Source: an optimization exercise on an open RTL-to-GDS flow (aim: a short achievable clock period and few clock cycles). Production flows keep margins and buffers that such runs may drop. The RTL was checked by simulation tests, not by an equivalence proof against the original design. Power and IR drop assume default switching activity.

**flow/config.mk**
```make
export PLATFORM = sky130hd
export DESIGN_NAME = mp4
export DESIGN_NICKNAME = mp4
export VERILOG_FILES = /design/flow/design.v
export SDC_FILE = /design/flow/constraint.sdc
export NUM_CORES = 4
export LEC_CHECK = 0
export CAP_MARGIN = 40
export CORE_MARGIN = 2
export CORE_UTILIZATION = 30
export PLACE_DENSITY = 0.5
export SLEW_MARGIN = 20
```
**flow/constraint.sdc**
```tcl
create_clock -name core_clock -period 13.0 [get_ports {clk}]
set_input_delay 2.6000 -clock core_clock [delete_from_list [all_inputs] [get_ports {clk}]]
set_output_delay 2.6000 -clock core_clock [all_outputs]
set_load 0.01 [all_outputs]
```
**flow/design.v**
```verilog
package pcmux;
typedef enum bit [1:0] {
    pc_plus4  = 2'b00
    ,alu_out  = 2'b01
    ,alu_mod2 = 2'b10
} pcmux_sel_t;
endpackage
package marmux;
typedef enum bit {
    pc_out = 1'b0
    ,alu_out = 1'b1
} marmux_sel_t;
endpackage
package cmpmux;
typedef enum bit {
    rs2_out = 1'b0
    ,i_imm = 1'b1
} cmpmux_sel_t;
endpackage
package alumux;
typedef enum bit {
    rs1_out = 1'b0
    ,pc_out = 1'b1
} alumux1_sel_t;
typedef enum bit [2:0] {
    i_imm    = 3'b000
    ,u_imm   = 3'b001
    ,b_imm   = 3'b010
    ,s_imm   = 3'b011
    ,j_imm   = 3'b100
    ,rs2_out = 3'b101
} alumux2_sel_t;
endpackage
package regfilemux;
typedef enum bit [3:0] {
    alu_out   = 4'b0000
    ,br_en    = 4'b0001
    ,u_imm    = 4'b0010
    ,lw       = 4'b0011
    ,pc_plus4 = 4'b0100
    ,lb        = 4'b0101
    ,lbu       = 4'b0110   
    ,lh        = 4'b0111
    ,lhu       = 4'b1000   
} regfilemux_sel_t;
endpackage
package rv32i_types;
typedef logic [31:0] rv32i_word;
typedef logic [4:0] rv32i_reg;
typedef logic [3:0] rv32i_mem_wmask;
typedef enum bit [6:0] {
    op_lui   = 7'b0110111,  
    op_auipc = 7'b0010111,  
    op_jal   = 7'b1101111,  
    op_jalr  = 7'b1100111,  
    op_br    = 7'b1100011,  
    op_load  = 7'b0000011,  
    op_store = 7'b0100011,  
    op_imm   = 7'b0010011,  
    op_reg   = 7'b0110011,  
    op_csr   = 7'b1110011   
} rv32i_opcode;
typedef enum bit [2:0] {
    beq  = 3'b000,
    bne  = 3'b001,
    blt  = 3'b100,
    bge  = 3'b101,
    bltu = 3'b110,
    bgeu = 3'b111
} branch_funct3_t;
typedef enum bit [2:0] {
    lb  = 3'b000,
    lh  = 3'b001,
    lw  = 3'b010,
    lbu = 3'b100,
    lhu = 3'b101
} load_funct3_t;
typedef enum bit [2:0] {
    sb = 3'b000,
    sh = 3'b001,
    sw = 3'b010
} store_funct3_t;
typedef enum bit [2:0] {
    add  = 3'b000,  
    sll  = 3'b001,
    slt  = 3'b010,
    sltu = 3'b011,
    axor = 3'b100,
    sr   = 3'b101,  
    aor  = 3'b110,
    aand = 3'b111
} arith_funct3_t;
typedef enum bit [2:0] {
    alu_add = 3'b000,
    alu_sll = 3'b001,
    alu_sra = 3'b010,
    alu_sub = 3'b011,
    alu_xor = 3'b100,
    alu_srl = 3'b101,
    alu_or  = 3'b110,
    alu_and = 3'b111
} alu_ops;
typedef enum bit [1:0] { 
    mul_lo = 2'b00,
    mul_ss = 2'b01,
    mul_su = 2'b10,
    mul_uu = 2'b11
 } mul_ops;
 typedef enum bit [1:0] { 
    div_signed = 2'b00,
    div_unsigned = 2'b01,
    rem_signed = 2'b10,
    rem_unsigned = 2'b11
  } div_ops;
typedef struct packed {
    rv32i_opcode opcode;
    logic [2:0] funct3;
    logic [6:0] funct7;
    logic alumux1_sel;
    logic [2:0] alumux2_sel;
    logic cmpmux_sel;
    logic load_data_out;
    logic ras_pop;
    alu_ops aluop;
    mul_ops mulop;
    div_ops divop;
    branch_funct3_t cmpop;
    logic marmux_sel;
    logic load_mar;
    logic dmem_read;
    logic dmem_write;
    logic [3:0] dmem_wmask;
    logic [3:0] dmem_rmask;
    logic [3:0] regfilemux_sel;
    logic load_regfile;
} rv32i_control_word;
typedef struct packed {
    rv32i_word pc_rdata;
    rv32i_word pc_wdata;
    rv32i_word imem_rdata;
    logic pred_br_taken;
    rv32i_word pred_pc;
    logic done;
    logic valid;
} IF_ID;
typedef struct packed {
    rv32i_word pc_rdata;
    rv32i_word pc_wdata;
    rv32i_reg rs1;
    rv32i_reg rs2;
    rv32i_word imem_rdata;
    rv32i_control_word control_word;
    logic pred_br_taken;
    rv32i_word pred_pc;
    rv32i_word rs1_out;
    rv32i_word rs2_out;
    rv32i_reg rd;
    logic done;
    logic valid;
} ID_EX;
typedef struct packed {
    rv32i_word pc_rdata;
    rv32i_word pc_wdata;
    rv32i_reg rs1;
    rv32i_reg rs2;
    rv32i_word imem_rdata;
    rv32i_control_word control_word;
    rv32i_word rs1_out;
    rv32i_word rs2_out;
    rv32i_reg rd;
    rv32i_word  alu_out;
    logic cmp_out;
    logic done;
    logic valid;
} EX_MEM;
typedef struct packed {
    rv32i_word pc_rdata;
    rv32i_word pc_wdata;
    rv32i_reg rs1;
    rv32i_reg rs2;
    rv32i_word imem_rdata;
    rv32i_word  dmem_addr;
    rv32i_control_word control_word;
    rv32i_word rs1_out;
    rv32i_word rs2_out;
    rv32i_reg rd;
    rv32i_word  dmem_rdata;
    rv32i_word  dmem_wdata;
    rv32i_word  alu_out;
    logic cmp_out;
    logic done;
    logic valid;
    rv32i_word regfilemux_out;
} MEM_WB;
endpackage : rv32i_types
module alu
(
    input rv32i_types::alu_ops aluop,
    input [31:0] a, b,
    output logic [31:0] f
);
always_comb
begin
    unique case (aluop)
        rv32i_types::alu_add:  f = a + b;
        rv32i_types::alu_sll:  f = a << b[4:0];
        rv32i_types::alu_sra:  f = $signed(a) >>> b[4:0];
        rv32i_types::alu_sub:  f = a - b;
        rv32i_types::alu_xor:  f = a ^ b;
        rv32i_types::alu_srl:  f = a >> b[4:0];
        rv32i_types::alu_or:   f = a | b;
        rv32i_types::alu_and:  f = a & b;
    endcase
end
endmodule
module cmp
(
    input rv32i_types::branch_funct3_t cmpop,
    input rv32i_types::rv32i_word rs1_out, cmp_in,
    output logic br_en
);
always_comb
begin
    unique case (cmpop)
        rv32i_types::beq:  br_en = (rs1_out == cmp_in);
        rv32i_types::bne:  br_en = (rs1_out != cmp_in);
        rv32i_types::blt:  br_en = ($signed(rs1_out) < $signed(cmp_in));
        rv32i_types::bge:  br_en = ($signed(rs1_out) >= $signed(cmp_in));
        rv32i_types::bltu: br_en = (rs1_out < cmp_in);
        rv32i_types::bgeu: br_en = (rs1_out >= cmp_in);
        default: br_en = '0;
    endcase
end
endmodule
module control_rom
(   
    input rv32i_types::rv32i_opcode opcode,
    input logic [2:0] funct3,
    input logic [6:0] funct7,
    input rv32i_types::rv32i_word data,
    output rv32i_types::rv32i_control_word control_word
);
rv32i_types::branch_funct3_t branch_funct3;
rv32i_types::store_funct3_t store_funct3;
rv32i_types::load_funct3_t load_funct3;
rv32i_types::arith_funct3_t arith_funct3;
logic [31:0] i_imm;
logic [31:0] s_imm;
logic [31:0] b_imm;
logic [31:0] u_imm;
logic [31:0] j_imm;
assign arith_funct3 = rv32i_types::arith_funct3_t'(funct3);
assign branch_funct3 = rv32i_types::branch_funct3_t'(funct3);
assign load_funct3 = rv32i_types::load_funct3_t'(funct3);
assign store_funct3 = rv32i_types::store_funct3_t'(funct3);
assign control_word.opcode = opcode;
assign control_word.funct3 = funct3;
assign control_word.funct7 = funct7;
assign i_imm = {{21{data[31]}}, data[30:20]};
assign s_imm = {{21{data[31]}}, data[30:25], data[11:7]};
assign b_imm = {{20{data[31]}}, data[7], data[30:25], data[11:8], 1'b0};
assign u_imm = {data[31:12], 12'h000};
assign j_imm = {{12{data[31]}}, data[19:12], data[20], data[30:21], 1'b0};
function void set_defaults();
    control_word.alumux1_sel = alumux::rs1_out;
    control_word.alumux2_sel = alumux::i_imm;
    control_word.cmpmux_sel = cmpmux::rs2_out;
    control_word.load_data_out = 1'b0;
    control_word.aluop = rv32i_types::alu_ops'(funct3);
    control_word.mulop = rv32i_types::mul_ops'(funct3[1:0]);
    control_word.divop = rv32i_types::div_ops'(funct3[1:0]);
    control_word.cmpop = rv32i_types::branch_funct3_t'(funct3);
    control_word.dmem_read = 1'b0;
    control_word.dmem_write = 1'b0;
    control_word.dmem_wmask = 4'b0000;
    control_word.dmem_rmask = 4'b0000;
    control_word.regfilemux_sel = regfilemux::alu_out;
    control_word.load_regfile = 1'b0;
    control_word.marmux_sel = marmux::pc_out;
    control_word.load_mar = 1'b0;
endfunction
function void setALU(alumux::alumux1_sel_t sel1, alumux::alumux2_sel_t sel2, logic setop, rv32i_types::alu_ops op);
    if (setop)
	begin
        control_word.aluop = op;  
		control_word.alumux1_sel = sel1;
		control_word.alumux2_sel = sel2;
	end
    else
    begin
        control_word.aluop = rv32i_types::alu_add;
        control_word.alumux1_sel = alumux::rs1_out;
        control_word.alumux2_sel = alumux::i_imm;
    end
endfunction
function void setCMP(cmpmux::cmpmux_sel_t sel, rv32i_types::branch_funct3_t op);
    control_word.cmpmux_sel = sel;
    control_word.cmpop = op;
endfunction
function void loadRegfile(regfilemux::regfilemux_sel_t sel);
    control_word.regfilemux_sel = sel;
    control_word.load_regfile = 1'b1;
endfunction
function void loadDataout();
	control_word.load_data_out = 1'b1;
endfunction
function void loadMAR(marmux::marmux_sel_t sel);
    control_word.load_mar = 1'b1;
    control_word.marmux_sel = sel;
endfunction
always_comb
begin
    set_defaults();
    case(opcode)
        rv32i_types::op_auipc: begin
            setALU(alumux::pc_out, alumux::u_imm, 1'b1, rv32i_types::alu_add);
            loadRegfile(regfilemux::alu_out);
        end
        rv32i_types::op_lui: begin
            loadRegfile(regfilemux::u_imm);
        end
        rv32i_types::op_jal: begin 
            loadRegfile(regfilemux::pc_plus4);
            setALU(alumux::pc_out, alumux::j_imm, 1'b1, rv32i_types::alu_add);
        end
        rv32i_types::op_jalr: begin 
            loadRegfile(regfilemux::pc_plus4);
            setALU(alumux::rs1_out, alumux::i_imm, 1'b1, rv32i_types::alu_add);
        end
        rv32i_types::op_load: begin
            setALU(alumux::rs1_out, alumux::i_imm, 1'b1, rv32i_types::alu_add);
            loadMAR(marmux::alu_out);
            control_word.dmem_read = 1'b1;
            case (load_funct3)
                rv32i_types::lb:begin loadRegfile(regfilemux::lb); control_word.dmem_rmask = 4'b0001; end
                rv32i_types::lh:begin loadRegfile(regfilemux::lh); control_word.dmem_rmask = 4'b0011; end
                rv32i_types::lw:begin loadRegfile(regfilemux::lw); control_word.dmem_rmask = 4'b1111; end
                rv32i_types::lbu:begin loadRegfile(regfilemux::lbu); control_word.dmem_rmask = 4'b0001; end
                rv32i_types::lhu:begin loadRegfile(regfilemux::lhu); control_word.dmem_rmask = 4'b0011; end
                default:begin loadRegfile(regfilemux::lw); control_word.dmem_rmask = 4'b1111; end
            endcase
        end
        rv32i_types::op_store: begin
            control_word.dmem_write = 1'b1; 
            setALU(alumux::rs1_out, alumux::s_imm, 1'b1, rv32i_types::alu_add);
            loadMAR(marmux::alu_out);
            loadDataout();
            case (store_funct3)
                rv32i_types::sb:control_word.dmem_wmask = 4'b0001;
                rv32i_types::sh:control_word.dmem_wmask = 4'b0011;
                rv32i_types::sw:control_word.dmem_wmask = 4'b1111;
                default:  control_word.dmem_wmask = 4'b0000;
            endcase
        end
        rv32i_types::op_imm: begin   
            case(arith_funct3)
                rv32i_types::slt: begin
                        loadRegfile(regfilemux::br_en);
                        setCMP(cmpmux::i_imm, rv32i_types::blt);
                    end
                rv32i_types::sltu: begin
                        loadRegfile(regfilemux::br_en);
                        setCMP(cmpmux::i_imm, rv32i_types::bltu);
                        end
                rv32i_types::sr: begin
                        if(funct7[5]) begin
                            loadRegfile(regfilemux::alu_out);
                            setALU(alumux::rs1_out, alumux::i_imm, 1'b1, rv32i_types::alu_sra);
                        end
                        else begin
                            loadRegfile(regfilemux::alu_out);
                            setALU(alumux::rs1_out, alumux::i_imm, 1'b1, rv32i_types::alu_srl);
                        end
                    end
                default: begin
                            loadRegfile(regfilemux::alu_out);
                            setALU(alumux::rs1_out, alumux::i_imm, 1'b1,rv32i_types::alu_ops'(funct3));										
                        end
            endcase
        end
        rv32i_types::op_reg: begin   
            if (funct7 == 7'b0000001) loadRegfile(regfilemux::alu_out);  
            else case(arith_funct3)
                rv32i_types::slt: begin
                        loadRegfile(regfilemux::br_en);
                        setCMP(cmpmux::rs2_out, rv32i_types::blt);
                    end
                rv32i_types::sltu: begin
                        loadRegfile(regfilemux::br_en);
                        setCMP(cmpmux::rs2_out, rv32i_types::bltu);
                        end
                rv32i_types::sr: begin
                        if(funct7[5]) begin
                            loadRegfile(regfilemux::alu_out);
                            setALU(alumux::rs1_out, alumux::rs2_out, 1'b1, rv32i_types::alu_sra);
                        end
                        else begin
                            loadRegfile(regfilemux::alu_out);
                            setALU(alumux::rs1_out, alumux::rs2_out, 1'b1, rv32i_types::alu_srl);
                        end
                    end
                rv32i_types::add: begin
                        if(funct7[5]) begin
                            loadRegfile(regfilemux::alu_out);
                            setALU(alumux::rs1_out, alumux::rs2_out, 1'b1, rv32i_types::alu_sub);
                        end
                        else begin
                            loadRegfile(regfilemux::alu_out);
                            setALU(alumux::rs1_out, alumux::rs2_out, 1'b1, rv32i_types::alu_add);
                        end
                    end
                default: begin
                            loadRegfile(regfilemux::alu_out);
                            setALU(alumux::rs1_out, alumux::rs2_out, 1'b1,rv32i_types::alu_ops'(funct3));										
                        end
            endcase
        end
        rv32i_types::op_br: begin
            setALU(alumux::pc_out, alumux::b_imm, 1'b1, rv32i_types::alu_add);
            setCMP(cmpmux::rs2_out, branch_funct3);
        end
        default: ; 
    endcase
end
endmodule
module regfile
(
    input clk,
    input rst,
    input load,
    input [31:0] in,
    input [4:0] src_a, src_b, dest,
    output logic [31:0] reg_a, reg_b
);
logic [31:0] data [32];
always_ff @(posedge clk)
begin
    if (rst)
    begin
        for (int i=0; i<32; i=i+1) begin
            data[i] <= '0;
        end
    end
    else if (load && dest)
    begin
        data[dest] <= in;
    end
end
always_comb
begin
    reg_a = src_a ? data[src_a] : 0;
    reg_b = src_b ? data[src_b] : 0;
end
endmodule
module ras
#(
    parameter RAS_SIZE = 8
)
(
    input logic clk, rst,
    input logic push, pop,
    input logic [31:0] addr_in,
    output logic [31:0] addr_out,
    output logic empty
);
logic [31:0] stack[RAS_SIZE];
logic [$clog2(RAS_SIZE):0] top, bot;  
always_ff @ (posedge clk) begin : STACK
    top <= top;
    bot <= bot;
    if (rst) begin
        top <= '0;
        bot <= '0;
        for (int i = 0; i < RAS_SIZE; ++i) begin
            stack[i] <= '0;
        end
    end
    else begin
        if (push && pop) begin  
            stack[top-1] <= addr_in;
        end
        else if (push) begin
            stack[top] <= addr_in;
            top <= top + 1;
            if (top[$clog2(RAS_SIZE)] != bot[$clog2(RAS_SIZE)] && top[$clog2(RAS_SIZE)-1:0] == bot[$clog2(RAS_SIZE)-1:0]) bot <= bot + 1;
        end
        else if (pop) begin  
            top <= top - 1;
        end
    end
end
assign empty = (top == bot);
assign addr_out = stack[top-1];
endmodule
module btb
#(
            parameter       s_offset = 2,
            parameter       s_index  = 2,
            parameter       s_tag    = 32 - s_offset - s_index,
            parameter       s_mask   = 2**s_offset,
            parameter       s_line   = 8*s_mask,
            parameter       num_sets = 2**s_index
)
(
    input                   clk,
    input                   rst,
    input   logic   [31:0]  fetch_pc,
    input   rv32i_types::rv32i_word  ex_pc,
    output   logic btb_miss,
    input   logic btb_write,
    output  logic   [31:0]  btb_rdata,
    input   logic   [31:0]  btb_wdata,
    input logic pc_stall
);
    logic   [31:0] data_d;
    logic [31:0] data_dout;
    logic [s_tag - 1:0] tag_dout;
    logic [s_index - 1:0] index_addr_rd , index_addr_w;
    logic [s_tag - 1:0] tag_addr_rd , tag_addr_w;
    logic hit_rd;
    logic hit_w;
    logic [31:0] data_array [num_sets];
    logic [s_tag - 1:0] tag_array [num_sets];
    assign btb_miss = ~hit_rd;
    assign index_addr_rd = fetch_pc[s_offset+s_index-1:s_offset];
    assign tag_addr_rd = fetch_pc[31:s_offset+s_index];
    assign index_addr_w = ex_pc[s_offset+s_index-1:s_offset];
    assign tag_addr_w = ex_pc[31:s_offset+s_index];
    always_comb begin
        btb_rdata = '0;
        hit_rd = '0;
        if(tag_array[index_addr_rd] == tag_addr_rd) begin 
            hit_rd = 1'b1;
            btb_rdata = data_dout;
        end
    end
    always_comb begin
        hit_w = '0;
        if(tag_dout[index_addr_w] == tag_addr_w) begin 
            hit_w = 1'b1;
        end
    end
    always_ff @(posedge clk) begin
        if(btb_write & ~pc_stall) begin
            data_array[index_addr_w] <=  btb_wdata;
            tag_array[index_addr_w] <= tag_addr_w;
        end
        for(int i=0; i<num_sets ;i++)begin
            if(rst)begin
                data_array[i] <= '0;
                tag_array[i] <= '0;
            end
        end
    end
    always_comb begin
        data_dout = data_array[index_addr_rd];
        tag_dout =  tag_array[index_addr_rd];
    end
endmodule
module mul
(
    input logic clk, rst,
    input logic start,
    input logic [31:0] multiplicand, multiplier,  
    input rv32i_types::mul_ops mulop,
    output logic [63:0] result,  
    output logic done
);
enum logic [2:0] {
    IDLE,  
    BUSY,  
    SIGN_BIT,  
    CLEANUP,  
    DONE  
} state, next_state;
integer count;
logic [32:0] m1, m2, m2_reg;
logic [65:0] product;
assign m1[31:0] = multiplicand;
assign m2[31:0] = multiplier;
always_comb begin : SIGN_EXTENSION
    unique case (mulop)
        rv32i_types::mul_ss: begin m1[32] = multiplicand[31]; m2[32] = multiplier[31]; end
        rv32i_types::mul_su: begin m1[32] = multiplicand[31]; m2[32] = 1'b0; end
        rv32i_types::mul_uu, rv32i_types::mul_lo: begin m1[32] = 1'b0; m2[32] = 1'b0; end  
    endcase
end
always_ff @ (posedge clk) begin : MULTIPLIER_SHIFT_REGISTER
    m2_reg <= m2;
    if (rst) m2_reg <= '0;
    else if (state == BUSY || state == SIGN_BIT) m2_reg <= {1'b0, m2_reg[32:1]};
end
always_ff @ (posedge clk) begin : STATE_ASSIGNMENT
    state <= next_state;
    if (rst) state <= IDLE;
end
always_comb begin : NEXT_STATE_ASSIGNMENT
    next_state = state;
    unique case (state)
        IDLE: if (start) next_state = BUSY;
        BUSY: if (count == 32'd31) next_state = SIGN_BIT;
        SIGN_BIT: next_state = CLEANUP;
        CLEANUP: next_state = DONE;
        DONE: next_state = IDLE;
        default:;
    endcase
end
always_ff @ (posedge clk) begin : COUNTING
    count <= '0;
    if (state == BUSY) count <= count + 1;
end
logic [34:0] step_sum;
logic [33:0] sign_diff;
always_comb begin : CURRENT_PRODUCT
    step_sum = {product[65], product[65:32]} + ((m2_reg[0]) ? {{2{m1[32]}}, m1} : 35'd0);
    sign_diff = product[65:32] - ((m2_reg[0]) ? {m1[32], m1} : 34'd0);
end
always_ff @ (posedge clk) begin : PRODUCT_ACCUMULATION
    if (rst) product <= '0;
    else unique case (state)
        IDLE: if (start) product <= '0;
        BUSY: begin
            product[65:32] <= step_sum[34:1];
            product[31:0] <= {step_sum[0], product[31:1]};
        end
        SIGN_BIT: begin
            product[65:32] <= sign_diff;
        end
        CLEANUP:;
        DONE:;
        default:;
    endcase
end
assign result = product[63:0];
assign done = (state == DONE);
endmodule
module div
(
    input logic clk, rst,
    input logic [31:0] dividend, divisor,  
    input rv32i_types::div_ops divop,
    input logic start,
    output logic [31:0] quotient, remainder,
    output logic done
);
enum logic [1:0] {
    IDLE,
    BUSY,
    CLEANUP,
    DONE
} state, next_state;
logic [31:0] count;
logic [31:0] numer, denom;
logic numer_sign, denom_sign;
assign numer_sign = dividend[31];
assign denom_sign = divisor[31];
always_comb begin : UNSIGNED_CONVERSION
    unique case (divop)
        rv32i_types::div_signed, rv32i_types::rem_signed: begin
            numer = (numer_sign) ? (~dividend) + 1 : dividend;
            denom = (denom_sign) ? (~divisor) + 1 : divisor;
        end
        rv32i_types::div_unsigned, rv32i_types::rem_unsigned: begin
            numer = dividend;
            denom = divisor;
        end
    endcase
end
always_ff @ (posedge clk) begin : STATE_ASSIGNMENT
    state <= next_state;
    if (rst) state <= IDLE;
end
always_comb begin : NEXT_STATE_ASSIGNMENT
    next_state = state;
    unique case (state)
        IDLE: if (start) next_state = BUSY;
        BUSY: if (count == 32'd1) next_state = CLEANUP;
        CLEANUP: next_state = DONE;
        DONE: next_state = IDLE;
    endcase
end
always_ff @ (posedge clk) begin : COUNTING
    count <= 32'd32;
    if (state == BUSY) count <= count - 1;
end
logic [31:0] quo, rem, rem_temp;
assign rem_temp = {rem[30:0], numer[count-1]};
always_ff @ (posedge clk) begin : LONG_DIVISION
    if (rst) begin quo <= '0; rem <= '0; end
    else unique case (state)
        IDLE: if (start) begin quo <= '0; rem <= '0; end
        BUSY: begin
            rem <= rem_temp;
            if (rem_temp >= denom) begin
                rem <= rem_temp- denom;
                quo[count-1] <= 1'b1;
            end
        end
        CLEANUP: begin
            if ((divop == rv32i_types::div_signed || divop == rv32i_types::rem_signed)) begin
                if ((numer_sign ^ denom_sign) && (divisor != 32'd0)) quo <= (~quo) + 1;
                if (numer_sign) rem <= (~rem) + 1;
            end
        end
        DONE:;
    endcase
end
assign quotient = quo;
assign remainder = rem;
assign done = (state == DONE);
endmodule
module fetch
(
    input logic clk, rst,
    input rv32i_types::rv32i_word alu_out,
    input logic pc_stall,
    input logic br_taken,
    input logic jalr_br_taken,
    output rv32i_types::IF_ID struct_out,
    input logic imem_resp,
    input rv32i_types::rv32i_word imem_rdata,
    input logic btb_miss,
    input rv32i_types::rv32i_word btb_rdata,
    input logic branch_mispredicted,
    input rv32i_types::rv32i_word ex_pc_wdata,
    output logic imem_read,
    output logic [31:0] imem_address
);
rv32i_types::rv32i_word pc, pc_next;
always_ff @ (posedge clk) begin
    if(rst)
        pc <= 32'h40000000;
    else 
        pc <= pc_next;
end
always_comb begin
    if (pc_stall)
        pc_next = pc;
    else if(branch_mispredicted)
        pc_next = ex_pc_wdata;
    else if (~btb_miss) begin
        pc_next = btb_rdata;
    end
    else 
        pc_next = pc + 4;
end
always_comb begin
    struct_out.valid = 1'b1;
    if (branch_mispredicted) struct_out.valid = 1'b0;
end
assign struct_out.pc_rdata =  pc;
assign struct_out.pc_wdata = pc_next;  
assign struct_out.imem_rdata = imem_rdata;
assign struct_out.done = imem_resp;
assign struct_out.pred_br_taken = ~btb_miss;
always_comb begin
    if(btb_miss) 
        struct_out.pred_pc = '0;
    else 
        struct_out.pred_pc = btb_rdata;
end
assign imem_read = (rst) ? 1'b0 : 1'b1;  
assign imem_address = pc;
endmodule
module Decode
(
    input rv32i_types::IF_ID fetch_input,
    output rv32i_types::ID_EX decode_output,
    output logic [31:0] ras_addr_in,
    input logic [31:0] ras_addr_out,
    input logic ras_empty,
    output logic ras_push, ras_pop,
    input logic any_stall,
    input logic branch_mispredicted
);
logic [2:0] funct3;
logic [6:0] funct7;
rv32i_types::rv32i_opcode opcode;
rv32i_types::rv32i_word data;
assign data = fetch_input.imem_rdata;
assign funct3 = data[14:12];
assign funct7 = data[31:25];
assign opcode = rv32i_types::rv32i_opcode'(data[6:0]);
rv32i_types::rv32i_reg rs1, rs2, rd;
assign rs1 = data[19:15];
assign rs2 = data[24:20];
assign rd = data[11:7];
rv32i_types::rv32i_control_word control_word_next;
control_rom rom(.opcode(opcode),.funct3(funct3),.control_word(control_word_next),.funct7(funct7),.data(data));
always_comb begin
    decode_output.valid = fetch_input.valid;
    if (branch_mispredicted) decode_output.valid = 1'b0;
end
assign ras_addr_in = fetch_input.pc_wdata;
always_comb begin : RAS
    ras_push = '0;
    ras_pop = '0;
    if (~branch_mispredicted && ~any_stall) begin  
        if (opcode == rv32i_types::op_jal && (rd == 5'b1 || rd == 5'b101)) ras_push = 1'b1;
        if (opcode == rv32i_types::op_jalr) begin
            if (rd == rs1 && (rd == 5'b1 || rd == 5'b101)) ras_push = 1'b1;
            else if ((rd == 5'b1 || rd == 5'b101) && (rs1 == 5'b1 || rs1 == 5'b101) && ~ras_empty) begin ras_pop = 1'b1; ras_push = 1'b1; end
            else if (rd == 5'b1 || rd == 5'b101) ras_push = 1'b1;
            else if ((rs1 == 5'b1 || rs1 == 5'b101) && ~ras_empty) ras_pop = 1'b1;
        end
    end
end
always_comb begin
    decode_output.control_word = control_word_next;
    decode_output.control_word.ras_pop = ras_pop;
end
assign decode_output.pc_rdata = fetch_input.pc_rdata;
assign decode_output.pc_wdata = (ras_pop) ? ras_addr_out : fetch_input.pc_wdata;
assign decode_output.imem_rdata = fetch_input.imem_rdata;
assign decode_output.rs1_out = '0;
assign decode_output.rs2_out = '0;
assign decode_output.rs1 = rs1;
assign decode_output.rs2 = rs2;
assign decode_output.rd = rd;
assign decode_output.done = fetch_input.done;
assign decode_output.pred_br_taken = fetch_input.pred_br_taken;
assign decode_output.pred_pc = fetch_input.pred_pc;
endmodule
module execute
(
    input logic clk, rst,
    input rv32i_types::ID_EX struct_in,
    output rv32i_types::EX_MEM struct_out,
    input rv32i_types::rv32i_word rs1_out,
    input rv32i_types::rv32i_word rs2_out,
    input rv32i_types::MEM_WB fwd_mem_wb,
    input rv32i_types::EX_MEM fwd_ex_mem,
    input rv32i_types::rv32i_word regfilemux_out, 
    output rv32i_types::rv32i_reg rs1, rs2,
    output logic bubble_prop,
    output rv32i_types::rv32i_word alu_out,
    output logic branch_mispredicted,
    output logic btb_write,
    output rv32i_types::rv32i_word ex_pc_wdata,
    output rv32i_types::rv32i_word ex_pc,
    output logic mul_div_bubble
);
logic br_en, br_taken , br_not_taken;
assign br_taken =  br_en & struct_in.valid & struct_in.done & ~bubble_prop;
assign br_not_taken = ~br_en & struct_in.valid & struct_in.done & ~bubble_prop;
assign ex_pc = struct_out.pc_rdata;
assign btb_write = br_en;
assign branch_mispredicted =  struct_in.valid & struct_in.done & ~bubble_prop & ((struct_in.pred_br_taken & br_not_taken) || (~struct_in.pred_br_taken & br_taken) || (struct_in.control_word.opcode == rv32i_types::op_jalr || struct_in.control_word.opcode == rv32i_types::op_jal));
rv32i_types::ID_EX struct_fwd;
always_comb begin
    struct_fwd = struct_in;
    begin
        if (fwd_ex_mem.control_word.load_regfile && fwd_ex_mem.done && fwd_ex_mem.valid && fwd_ex_mem.rd != '0 && fwd_ex_mem.rd == rs1) begin
            if(fwd_ex_mem.control_word.regfilemux_sel == regfilemux::br_en )begin
                struct_out.rs1_out = fwd_ex_mem.cmp_out;
            end
            else if(fwd_ex_mem.control_word.regfilemux_sel == regfilemux::pc_plus4 )begin
                struct_out.rs1_out = fwd_ex_mem.pc_rdata + 4;
            end
            else if(fwd_ex_mem.control_word.regfilemux_sel == regfilemux::u_imm )begin
                struct_out.rs1_out = {fwd_ex_mem.imem_rdata[31:12], 12'h000};;
            end
            else    
                struct_out.rs1_out = fwd_ex_mem.alu_out;  
        end else if (fwd_mem_wb.control_word.load_regfile && fwd_mem_wb.done && fwd_mem_wb.valid && fwd_mem_wb.rd != '0 && fwd_mem_wb.rd == rs1) begin
            struct_out.rs1_out = regfilemux_out;  
        end
        else begin
            struct_out.rs1_out = rs1_out;
        end
    end
    begin
        if (fwd_ex_mem.control_word.load_regfile && fwd_ex_mem.done && fwd_ex_mem.valid && fwd_ex_mem.rd != '0 && fwd_ex_mem.rd == rs2) begin
            if(fwd_ex_mem.control_word.regfilemux_sel == regfilemux::br_en )begin
                struct_out.rs2_out = fwd_ex_mem.cmp_out;
            end
            else if(fwd_ex_mem.control_word.regfilemux_sel == regfilemux::pc_plus4 )begin
                struct_out.rs2_out = fwd_ex_mem.pc_rdata + 4;
            end
            else if(fwd_ex_mem.control_word.regfilemux_sel == regfilemux::u_imm )begin
                struct_out.rs2_out = {fwd_ex_mem.imem_rdata[31:12], 12'h000};;
            end
            else    
            struct_out.rs2_out = fwd_ex_mem.alu_out;
        end else if (fwd_mem_wb.control_word.load_regfile && fwd_mem_wb.done && fwd_mem_wb.valid && fwd_mem_wb.rd != '0 && fwd_mem_wb.rd == rs2) begin
            struct_out.rs2_out = regfilemux_out;
        end
        else begin
            struct_out.rs2_out = rs2_out;
        end
    end
end
assign rs1 = struct_in.rs1;
assign rs2 = struct_in.rs2;
logic [31:0] alumux_a, alumux_b, alu_res;
alu ALU(
    .aluop(struct_in.control_word.aluop),
    .a(alumux_a),
    .b(alumux_b),
    .f(alu_res)
);
assign alu_out = alu_res;
logic [31:0] cmp_in;
logic cmp_out;
cmp CMP(
    .cmpop(struct_in.control_word.cmpop),
    .rs1_out(struct_out.rs1_out),
    .cmp_in(cmp_in),
    .br_en(cmp_out)
);
logic [63:0] mul_out;
logic mul_start, mul_done;
mul MUL(
    .clk(clk),
    .rst(rst),
    .multiplicand(struct_out.rs1_out),
    .multiplier(struct_out.rs2_out),
    .mulop(struct_out.control_word.mulop),
    .start(mul_start),
    .result(mul_out),
    .done(mul_done)
);
logic [31:0] div_quotient, div_remainder;
logic div_start, div_done;
div DIV(
    .clk(clk),
    .rst(rst),
    .dividend(struct_out.rs1_out),
    .divisor(struct_out.rs2_out),
    .divop(struct_out.control_word.divop),
    .start(div_start),
    .quotient(div_quotient),
    .remainder(div_remainder),
    .done(div_done)
);
always_comb begin
    bubble_prop = 1'b0;
    if( ( fwd_ex_mem.control_word.opcode == rv32i_types::op_load  || fwd_ex_mem.control_word.opcode == rv32i_types::op_lui || fwd_ex_mem.control_word.opcode == rv32i_types::op_auipc) && (fwd_ex_mem.rd == struct_out.rs1 || fwd_ex_mem.rd == struct_out.rs2) && fwd_ex_mem.valid && fwd_ex_mem.rd != '0) begin 
        bubble_prop = 1'b1;
    end
end
always_comb begin
    mul_start = 1'b0;
    div_start = 1'b0;
    if (struct_in.valid && struct_in.done && ~bubble_prop) begin  
        if (struct_in.control_word.opcode == rv32i_types::op_reg && struct_in.control_word.funct7 == 7'b0000001 && struct_in.control_word.funct3[2] == 1'b0) mul_start = 1'b1;
        if (struct_in.control_word.opcode == rv32i_types::op_reg && struct_in.control_word.funct7 == 7'b0000001 && struct_in.control_word.funct3[2] == 1'b1) div_start = 1'b1;
    end
end
assign mul_div_bubble = (mul_start & ~mul_done) || (div_start && ~div_done);
always_comb begin
    struct_out.pc_rdata = struct_in.pc_rdata;
    struct_out.pc_wdata = struct_in.pc_wdata;
    ex_pc_wdata = struct_in.pc_rdata + 4;
    if(branch_mispredicted && br_not_taken)
        struct_out.pc_wdata = struct_in.pc_rdata + 4;
    struct_out.rs1 = struct_in.rs1;
    struct_out.rs2 = struct_in.rs2;
    struct_out.imem_rdata = struct_in.imem_rdata;
    struct_out.control_word = struct_in.control_word;
    struct_out.rd = struct_in.rd;
    struct_out.cmp_out = cmp_out;
    struct_out.done = struct_in.done;
    struct_out.valid = (bubble_prop || mul_div_bubble) ? 1'b0 : struct_in.valid;
    if (mul_start) begin
        unique case (struct_in.control_word.mulop)
            rv32i_types::mul_lo: struct_out.alu_out = mul_out[31:0];
            rv32i_types::mul_ss, rv32i_types::mul_su, rv32i_types::mul_uu: struct_out.alu_out = mul_out[63:32];
        endcase
    end
    else if (div_start) begin
        unique case (struct_in.control_word.divop)
            rv32i_types::div_signed, rv32i_types::div_unsigned: struct_out.alu_out = div_quotient;
            rv32i_types::rem_signed, rv32i_types::rem_unsigned: struct_out.alu_out = div_remainder;
        endcase
    end
    else struct_out.alu_out = alu_out;
    br_en = '0;
    case (struct_in.control_word.opcode)
        rv32i_types::op_br: begin
            br_en = cmp_out;
            if (br_en) begin
                struct_out.pc_wdata = alu_out;
                ex_pc_wdata = alu_out;
            end
        end
        rv32i_types::op_jal: begin
            br_en = 1'b1;  
            struct_out.pc_wdata = alu_out;
            ex_pc_wdata = alu_out;
        end
        rv32i_types::op_jalr: begin
            br_en = ~struct_in.control_word.ras_pop;  
            struct_out.pc_wdata = {alu_out[31:1],1'b0};
            ex_pc_wdata = {alu_out[31:1],1'b0};
        end
    endcase
end
logic [31:0] i_imm, s_imm, b_imm, u_imm, j_imm;
logic [31:0] data;
assign data = struct_in.imem_rdata;
assign i_imm = {{21{data[31]}}, data[30:20]};
assign s_imm = {{21{data[31]}}, data[30:25], data[11:7]};
assign b_imm = {{20{data[31]}}, data[7], data[30:25], data[11:8], 1'b0};
assign u_imm = {data[31:12], 12'h000};
assign j_imm = {{12{data[31]}}, data[19:12], data[20], data[30:21], 1'b0};
always_comb begin : MUXES
    unique case (struct_in.control_word.alumux1_sel)
        alumux::rs1_out: alumux_a = struct_out.rs1_out;
        alumux::pc_out: alumux_a = struct_in.pc_rdata;
        default: alumux_a = '0;
    endcase
    unique case (struct_in.control_word.alumux2_sel)
        alumux::i_imm: alumux_b = i_imm;
        alumux::u_imm: alumux_b = u_imm;
        alumux::b_imm: alumux_b = b_imm;
        alumux::s_imm: alumux_b = s_imm;
        alumux::j_imm: alumux_b = j_imm;
        alumux::rs2_out: alumux_b = struct_out.rs2_out;
        default: alumux_b = '0;
    endcase
    unique case (struct_in.control_word.cmpmux_sel)
        cmpmux::rs2_out: cmp_in = struct_out.rs2_out;
        cmpmux::i_imm: cmp_in = i_imm;
        default: cmp_in = '0;
    endcase
end
endmodule
module mem_write
(
    input rv32i_types::EX_MEM ex_mem,
    input rv32i_types::MEM_WB mem_wb_prev,
    output rv32i_types::MEM_WB mem_wb_next,
    input rv32i_types::rv32i_word dmem_rdata,
    output logic dmem_read, dmem_write,
    output logic [3:0] dmem_wmask,
    output logic [31:0] dmem_addr,
    output logic [31:0] dmem_wdata,
    input  logic dmem_resp
);
always_comb begin 
    if (ex_mem.done && ex_mem.valid) begin
        dmem_read = ex_mem.control_word.dmem_read;
        dmem_write = ex_mem.control_word.dmem_write;
        dmem_wdata = ex_mem.rs2_out << (8 * ex_mem.alu_out[1:0]);
        dmem_addr =  {ex_mem.alu_out[31:2], 2'b00};
        dmem_wmask = ex_mem.control_word.dmem_wmask << ex_mem.alu_out[1:0];
    end else begin
        dmem_read = '0;
        dmem_write = '0;
        dmem_wdata = '0;
        dmem_addr = '0;
        dmem_wmask = '0;
    end
    mem_wb_next.pc_rdata = ex_mem.pc_rdata;
    mem_wb_next.pc_wdata = ex_mem.pc_wdata;
    mem_wb_next.rs1 = ex_mem.rs1;
    mem_wb_next.rs2 = ex_mem.rs2;
    mem_wb_next.imem_rdata = ex_mem.imem_rdata;
    mem_wb_next.control_word = ex_mem.control_word;
    mem_wb_next.control_word.dmem_wmask = ex_mem.control_word.dmem_wmask << ex_mem.alu_out[1:0];
    mem_wb_next.control_word.dmem_rmask = ex_mem.control_word.dmem_rmask << ex_mem.alu_out[1:0];
    mem_wb_next.dmem_addr = ex_mem.alu_out;
    mem_wb_next.dmem_wdata = dmem_wdata;
    mem_wb_next.dmem_rdata = dmem_rdata;
    mem_wb_next.alu_out = ex_mem.alu_out;
    mem_wb_next.valid = ex_mem.valid;
    mem_wb_next.cmp_out = ex_mem.cmp_out;
    mem_wb_next.done = ex_mem.done & ((~dmem_read && ~dmem_write) || ((dmem_read || dmem_write) & dmem_resp));  
    mem_wb_next.rs1_out = ex_mem.rs1_out;
    mem_wb_next.rs2_out = ex_mem.rs2_out;
    mem_wb_next.rd = ex_mem.rd;
    unique case (ex_mem.control_word.regfilemux_sel)
        regfilemux::alu_out: mem_wb_next.regfilemux_out = ex_mem.alu_out;
        regfilemux::br_en: mem_wb_next.regfilemux_out = {31'b0,ex_mem.cmp_out};
        regfilemux::pc_plus4: mem_wb_next.regfilemux_out = ex_mem.pc_rdata + 4;
        default: mem_wb_next.regfilemux_out = 32'h0000;
    endcase
end
endmodule
module write_back
(
    input rv32i_types::MEM_WB mem_wb,
    output logic [4:0] rd,
    output logic [31:0] regfilemux_out,
    output load_regfile
);
assign load_regfile = mem_wb.control_word.load_regfile & mem_wb.done & mem_wb.valid;
assign rd = mem_wb.rd;
logic [31:0] i_imm, s_imm, b_imm, u_imm, j_imm;
logic [31:0] data;
rv32i_types::rv32i_word dmem_rdata;
assign dmem_rdata = mem_wb.dmem_rdata;
assign data = mem_wb.imem_rdata;
assign i_imm = {{21{data[31]}}, data[30:20]};
assign s_imm = {{21{data[31]}}, data[30:25], data[11:7]};
assign b_imm = {{20{data[31]}}, data[7], data[30:25], data[11:8], 1'b0};
assign u_imm = {data[31:12], 12'h000};
assign j_imm = {{12{data[31]}}, data[19:12], data[20], data[30:21], 1'b0};
always_comb begin
    unique case (mem_wb.control_word.regfilemux_sel)
        regfilemux::u_imm: regfilemux_out = u_imm;
        regfilemux::lw: regfilemux_out = dmem_rdata;
        regfilemux::lb: begin
            case(mem_wb.dmem_addr[1:0])
                2'b00: regfilemux_out = {{24{dmem_rdata[7]}}, dmem_rdata[7:0]};
                2'b01: regfilemux_out = {{24{dmem_rdata[15]}}, dmem_rdata[15:8]};
                2'b10: regfilemux_out = {{24{dmem_rdata[23]}}, dmem_rdata[23:16]};
                2'b11: regfilemux_out = {{24{dmem_rdata[31]}}, dmem_rdata[31:24]};
                default: regfilemux_out = 32'h00000000;
            endcase
        end
        regfilemux::lbu: begin
            case(mem_wb.dmem_addr[1:0])
                2'b00: regfilemux_out = {24'h000000, dmem_rdata[7:0]};
                2'b01: regfilemux_out = {24'h000000, dmem_rdata[15:8]};
                2'b10: regfilemux_out = {24'h000000, dmem_rdata[23:16]};
                2'b11: regfilemux_out = {24'h000000, dmem_rdata[31:24]};
                default: regfilemux_out = 32'h00000000;
            endcase
        end
        regfilemux::lh: begin
            case(mem_wb.dmem_addr[1])
                1'b0: regfilemux_out = {{16{dmem_rdata[15]}}, dmem_rdata[15:0]};
                1'b1: regfilemux_out = {{16{dmem_rdata[31]}}, dmem_rdata[31:16]};
                default: regfilemux_out = 32'h00000000;
            endcase
        end
        regfilemux::lhu: begin
            case(mem_wb.dmem_addr[1])
                1'b0: regfilemux_out = {16'h0000, dmem_rdata[15:0]};
                1'b1: regfilemux_out = {16'h0000, dmem_rdata[31:16]};
                default: regfilemux_out = 32'h00000000;
            endcase
        end
        default: regfilemux_out = mem_wb.regfilemux_out;
    endcase
end
endmodule
module datapath
(
    input   logic           clk,
    input   logic           rst,
    output  logic   [31:0]  imem_address,
    output  logic           imem_read,
    input   logic   [31:0]  imem_rdata,
    input   logic           imem_resp,
    output  logic   [31:0]  dmem_address,
    output  logic           dmem_read,
    output  logic           dmem_write,
    output  logic   [3:0]   dmem_wmask,
    input   logic   [31:0]  dmem_rdata,
    output  logic   [31:0]  dmem_wdata,
    input   logic           dmem_resp,
    output  rv32i_types::MEM_WB          mem_wb_cur,
    output logic    [31:0]  dp_regfilemux_out
);
rv32i_types::IF_ID if_id_cur, if_id_next;
rv32i_types::ID_EX id_ex_cur, id_ex_next;
rv32i_types::EX_MEM ex_mem_cur, ex_mem_next;
rv32i_types::MEM_WB mem_wb_next;
logic load_regfile;
logic bubble_prop;
logic mul_div_bubble;
rv32i_types::rv32i_reg rs1, rs2, rd;
rv32i_types::rv32i_word regfilemux_out, rs1_out, rs2_out;
logic ras_push, ras_pop, ras_empty;
logic [31:0] ras_addr_in, ras_addr_out;
logic btb_write;
logic [31:0] btb_rdata;
logic branch_mispredicted;
rv32i_types::rv32i_word ex_pc_wdata;
rv32i_types::rv32i_word ex_pc;
logic btb_miss;
logic br_taken, jalr_br_taken;
assign br_taken = 1'b0;
assign jalr_br_taken = 1'b0;
logic pc_stall;
assign dp_regfilemux_out = regfilemux_out;
regfile regfile(.clk(clk),.rst(rst),.load(load_regfile),.in(regfilemux_out),.reg_a(rs1_out),.reg_b(rs2_out),.src_a(rs1),.src_b(rs2),.dest(rd));
ras RAS(.clk(clk), .rst(rst), .push(ras_push), .pop(ras_pop), .addr_in(ras_addr_in), .addr_out(ras_addr_out), .empty(ras_empty));
btb BTB(  
    .clk(clk), .rst(rst),
    .fetch_pc(if_id_next.pc_rdata), .ex_pc(ex_pc),
         .btb_write(btb_write),  .btb_wdata(ex_pc_wdata), .btb_rdata(btb_rdata),.btb_miss(btb_miss),.pc_stall(pc_stall)
);
logic [31:0] ex_alu_out;
logic dmem_stall;
assign dmem_stall = (dmem_read || dmem_write) & ~dmem_resp;
logic imem_stall;
assign imem_stall = (imem_read & ~imem_resp);
assign pc_stall = bubble_prop | mul_div_bubble | dmem_stall | imem_stall;
fetch FETCH(.clk(clk), .rst(rst), .alu_out(ras_pop ? ras_addr_out : ex_alu_out), .imem_resp(imem_resp), .imem_address(imem_address), .imem_rdata(imem_rdata), .imem_read(imem_read), .struct_out(if_id_next), .pc_stall(pc_stall),.br_taken(br_taken),.jalr_br_taken(jalr_br_taken || ras_pop),.branch_mispredicted(branch_mispredicted),.btb_miss(btb_miss),.btb_rdata(btb_rdata),.ex_pc_wdata(ex_pc_wdata));
Decode DECODE(.fetch_input(if_id_next), .decode_output(id_ex_next),.branch_mispredicted(branch_mispredicted), .any_stall(dmem_stall || imem_stall || bubble_prop || mul_div_bubble), .ras_empty(ras_empty), .ras_pop(ras_pop), .ras_push(ras_push), .ras_addr_in(ras_addr_in), .ras_addr_out(ras_addr_out));
execute EXECUTE(.clk(clk), .rst(rst), .rs1(rs1), .rs2(rs2), .rs1_out(rs1_out), .rs2_out(rs2_out), .struct_in(id_ex_cur), .struct_out(ex_mem_next), .alu_out(ex_alu_out),.fwd_mem_wb(mem_wb_cur),.fwd_ex_mem(ex_mem_cur),.bubble_prop(bubble_prop),.regfilemux_out(regfilemux_out), .mul_div_bubble(mul_div_bubble),.btb_write(btb_write),.ex_pc_wdata(ex_pc_wdata),.branch_mispredicted(branch_mispredicted),.ex_pc(ex_pc));
mem_write MEM_WRITE(.ex_mem(ex_mem_cur), .mem_wb_next(mem_wb_next), .dmem_read(dmem_read), .dmem_write(dmem_write), .dmem_wmask(dmem_wmask), .dmem_addr(dmem_address), .dmem_wdata(dmem_wdata), .mem_wb_prev(mem_wb_cur), .dmem_rdata(dmem_rdata), .dmem_resp(dmem_resp));
write_back WRITE_BACK(.mem_wb(mem_wb_cur), .rd(rd), .regfilemux_out(regfilemux_out), .load_regfile(load_regfile));
always_ff @ (posedge clk) begin
    if (rst) begin
        if_id_cur <= '0;
        id_ex_cur <= '0;
        ex_mem_cur <= '0;
        mem_wb_cur <= '0;
    end
    else if (dmem_stall || imem_stall) begin
        mem_wb_cur.done <= 1'b0;
    end
    else if(bubble_prop || mul_div_bubble) begin
        if_id_cur <= if_id_cur;
        id_ex_cur <= id_ex_cur;
        ex_mem_cur <= ex_mem_next;
        mem_wb_cur <= mem_wb_next;
    end
    else begin
        if_id_cur <= if_id_next;
        id_ex_cur <= id_ex_next;
        ex_mem_cur <= ex_mem_next;
        mem_wb_cur <= mem_wb_next;
    end
end
endmodule
module mp4
(
    input   logic           clk,
    input   logic           rst,
    output  logic   [31:0]  imem_address,
    output  logic           imem_read,
    input   logic   [31:0]  imem_rdata,
    input   logic           imem_resp,
    output  logic   [31:0]  dmem_address,
    output  logic           dmem_read,
    output  logic           dmem_write,
    output  logic   [3:0]   dmem_wmask,
    input   logic   [31:0]  dmem_rdata,
    output  logic   [31:0]  dmem_wdata,
    input   logic           dmem_resp,
    output  logic           commit_valid,
    output  logic   [31:0]  commit_pc,
    output  logic   [4:0]   commit_rd,
    output  logic   [31:0]  commit_rd_wdata
);
    rv32i_types::MEM_WB mem_wb;
    logic [31:0] dp_regfilemux_out;
    datapath datapath(
        .clk(clk),
        .rst(rst),
        .imem_address(imem_address),
        .imem_read(imem_read),
        .imem_rdata(imem_rdata),
        .imem_resp(imem_resp),
        .dmem_address(dmem_address),
        .dmem_read(dmem_read),
        .dmem_write(dmem_write),
        .dmem_wmask(dmem_wmask),
        .dmem_rdata(dmem_rdata),
        .dmem_wdata(dmem_wdata),
        .dmem_resp(dmem_resp),
        .mem_wb_cur(mem_wb),
        .dp_regfilemux_out(dp_regfilemux_out)
    );
    assign commit_valid    = mem_wb.done & mem_wb.valid;
    assign commit_pc       = mem_wb.pc_rdata;
    assign commit_rd       = mem_wb.control_word.load_regfile ? mem_wb.rd : 5'h0;
    assign commit_rd_wdata = commit_rd ? dp_regfilemux_out : 32'h0;
endmodule
```
**flow/run.sh**
```bash
#!/bin/bash
# synth_recipe.tcl (not shown) runs the flow's synth.tcl, then flattens the netlist and writes it again
# the make line also repeats each setting of config.mk as NAME=value (left out here)
make -C /OpenROAD-flow-scripts/flow DESIGN_CONFIG=/design/flow/config.mk WORK_HOME=/design/flow/orfs CLKGATE_MAP_FILE= SYNTH_SCRIPT=/design/flow/synth_recipe.tcl finish
```
==> results.sh <==
export IMPL_outcome="timing/DRC/antenna clean"
export IMPL_grt_start_max_net_pins=188
export IMPL_synth_cell_types=125
export IMPL_timing_final_crit_share_pct=84.62
export IMPL_track_usage_pct=29.54
export IMPL_cts_made_buffers=226
export IMPL_place_hpwl_um=424900
export IMPL_via_per_inst=6.007
export IMPL_timing_final_max_slew_violations=0
export IMPL_ant_nets=0
export IMPL_worst_slack_ps=2000
export IMPL_syn_area_per_cell_sq_um=9.373
export IMPL_wirelength_um=607100
export IMPL_areaGrowthSynthToFinish_pct=14.33
export IMPL_synth_cells=12520
export IMPL_rsz0062_at_grt="false"
export IMPL_synth_xor_area_share_pct=2.657
export IMPL_setup_viol=0
export IMPL_fmax_mhz=90.91
export IMPL_cp_top_family="compound AO/OA/AOI/OAI gates"
export IMPL_reg_top3="datapath.regfile.data (1024), datapath.ex_mem_cur (141), datapath.mem_wb_cur (130)"
export IMPL_place_area_sq_mm=0.1261
export IMPL_die_x_um=629.5
export IMPL_insertion_delay_ps=1030
export IMPL_cts_buffer_depth=4
export IMPL_hold_viol=0
export IMPL_initial_core_util_pct=30.14
export IMPL_largest_register_ffs=1024
export IMPL_ys_seq_area_share_pct=41.25
export IMPL_worstMarginPinSlew_ps=1226
export IMPL_yosys_area_share_adder_pct=2.808
export IMPL_end_kind="flop"
export IMPL_ctsHtreeMaxLevel=4
export IMPL_leakagePower_uw=0.04636
export IMPL_antenna_found_initial=54
export IMPL_cts_tree="done"
export IMPL_synth_top_family_by_area="simple AND/OR/NAND/NOR gates"
export IMPL_path_max_fanout=46
export IMPL_cts_clk_slew_worst_paths_ps=60
export IMPL_ctsHoldBuffers=0
export IMPL_min_period_ps=11000
export IMPL_top_register="datapath.regfile.data"
export IMPL_drive_above_1_share_pct=14.12
export IMPL_final_setup_tns_ps=0
export IMPL_design_area_sq_mm=0.1342
export IMPL_path_buf_inv=6
export IMPL_synth_compound_area_share_pct=16.71
export IMPL_gp_congestion=1.043
export IMPL_cts_sink_count=1906
export IMPL_synthFlopType="edfxtp_1"
export IMPL_cp_slowest_cell="dfxtp_4"
export IMPL_crit_required_ps=13790
export IMPL_critical_path_max_stage_delay_ps=820
export IMPL_die_area_sq_mm=0.3962
export IMPL_overflow=0
export IMPL_drt_pass1_iter_count=6
export IMPL_via_count=106800
export IMPL_root_buffer="clkbuf_16"
export IMPL_cap_violations=0
export IMPL_place_ws_ps=2108
export IMPL_grt_pass1_wl_um=831600
export IMPL_drc=0
export IMPL_rows=229
export IMPL_peakVddDrop_mv=0.1110
export IMPL_synth_edf_count=1024
export IMPL_critPathArrivalTime_ps=11790
export IMPL_die_h_um=629.5
export IMPL_async_flop_share_pct=0
export IMPL_yosys_area_share_simple_pct=17.54
export IMPL_p_per_area_mw_per_mm2=136.8
export IMPL_slew_headroom_pct=18.26
export IMPL_pin_count=241
export IMPL_muxShareOfSynthArea_pct=13.57
export IMPL_netlist_area_sq_mm=0.1174
export IMPL_ys_ff_latch=1906
export IMPL_nets=12680
export IMPL_clock_skew_ps=133.5
export IMPL_wl_per_cell_um=34.16
export IMPL_ctsResizeCount=0
export IMPL_cp_start_kind="flop"
export IMPL_coreArea_sq_mm=0.3894
export IMPL_post_cts_buffers=0
export IMPL_grt_pass1_vias=99800
export IMPL_io_buffers=238
export IMPL_hp_class="reg -> reg"
export IMPL_yosysWarnings=30
export IMPL_first_iter_violations=14670
export IMPL_critical_path_class="reg -> reg"
-- synth_stat cells (66+ instances only) --
cell type	n	area share (%)
nor4_1	95	0.51
dfxtp_1	882	15
nand2_1	1436	4.6
ha_1	257	2.7
xor2_1	126	0.94
xnor2_1	230	1.7
nand3_1	322	1.4
buf_4	141	0.90
and3_1	94	0.50
buf_2	122	0.52
buf_1	80	0.26
o22ai_1	69	0.37
a211oi_1	179	1.1
o21ai_0	491	2.1
inv_1	243	0.78
a21o_1	66	0.42
nor3_1	202	0.86
o211ai_1	132	0.84
a22oi_1	330	2.1
nor2_1	1888	6.0
clkbuf_1	838	2.7
mux2i_1	308	2.6
edfxtp_1	1024	26
and2_1	85	0.45
mux4_2	523	10
nand2b_1	82	0.44
nor2b_1	67	0.36
a21oi_1	938	4.0
nand4_1	87	0.46
a31oi_1	95	0.51
-- layer usage --
layer	share of wire [%]	track usage, %
met5	0.034	0
met2	44	45.61
met1	39	36.91
met3	9.4	6.800
met4	7.8	19.48
-- path summary, 6_finish.rpt --
check,from,end,slack [ps],depth (start not counted)
worst min register to register,datapath.EXECUTE.MUL.m2_reg[12],datapath.EXECUTE.MUL.m2_reg[11],440,2
worst min-delay path,datapath.EXECUTE.MUL.m2_reg[12],datapath.EXECUTE.MUL.m2_reg[11],440,2
worst max-delay path,flop,datapath.EXECUTE.DIV.rem[28],2000,34
worst max register to register,flop,datapath.EXECUTE.DIV.rem[28],2000,34
-- cell type report --
class | count | area (sq um)
Clock buffer | 303 | 6427
Multi-Input combinational cell | 9187 | 63500
Antenna cell | 32 | 80.08
Sequential cell | 1906 | 48440
Timing Repair Buffer | 779 | 6958
Tap cell | 5197 | 6502
Clock inverter | 119 | 1316
Fill cell | 39840 | 255200
Inverter | 252 | 953.4
-- cells by family (layout without fill, tap and decap cells) --
group                      count (synthesis)  after routing
and+or+nand+nor                         4649           4649
AOI/OAI and AO/OA                       2995           2995
DFF                                     1906           1906
buffers and inverters                   1461           1453
muxes                                    892            892
xor gates and xnor gates                 356            356
adders and majority gates                261            261
other                                      1             66
-- power breakdown --
part	leakage [uW]	switching, uW	internal, uW	total (uW)
combinational	0.0248	3400	1450	4850
sequential	0.0178	202	6520	6730
clock	0.00377	2880	3890	6780
total	0.0464	6490	11900	18400
-- worst reg2reg max path, delay by kind of cell, from the launching register on --
kind | cells | cell delay (ps)
compound gates | 14 | 3660
fa+ha+maj | 3 | 720
buf+inv | 6 | 1890
flops | 1 | 820
mux | 3 | 940
simple gates | 8 | 2750
-- layout by cell type (no fill, tap or decap), types with 132 or more instances in the layout --
cell type and count:
mux4_2 523, dfxtp_1 869, o211ai_1 132, buf_4 452, edfxtp_1 1024, a22oi_1 329
nor3_1 198, clkdlybuf4s50_1 237, ha_1 254, inv_1 240, nand3_1 322, clkbuf_16 230
a211oi_1 176, nand2_1 1367, o21ai_0 490, mux2i_1 305, xnor2_1 230, a21oi_1 934
nor2_1 1882
-- through the flow --
stage | std cells | total power (uW) | util [%] | hold WS (ps)
6_report | 17780 | 18350 | 34.46 | 439.3
5_1_grt | 17750 | 18780 | 34.44 | 453.0
4_1_cts | 17720 | 18240 | 34.38 | 436.5
3_5_place_dp | 17300 | 11500 | 32.39 | 428.6
3_3_place_gp | 17210 | 11450 | 32.14 | 427.5
2_1_floorplan | 12550 | 9355 | - | 417.5
Testbench counts, summed over its fixed seeds: cycles 164,471.

[separate check: timing with driven ports]
No port has a modelled driver above. Below, the same layout with a new extraction and two added sets of constraints.
Step 1 assumes that a clkbuf_16 drives the clock port and a buf_2 every other input.
Step 2, shift: input delay + t, output delay - t, t = (earliest + latest rising clock arrival at the registers) / 2. This alone moves slack from input paths to output paths.
a / b / c = ideal / step 1 / step 2; a / b = the first two.
t (ns): 1.076
slack for setup (ns): 2.000 / 2.000 / 2.000
worst register clock-pin slew, ns: 0.07 / 0.07
worst slew at a driven data input, ns: 0.06
pins driven straight from the clock port: 1
After both steps this run still meets setup and hold. For this run, drivers alone change the setup slack by 0.000 ns; drivers and shift together by 0.000 ns.
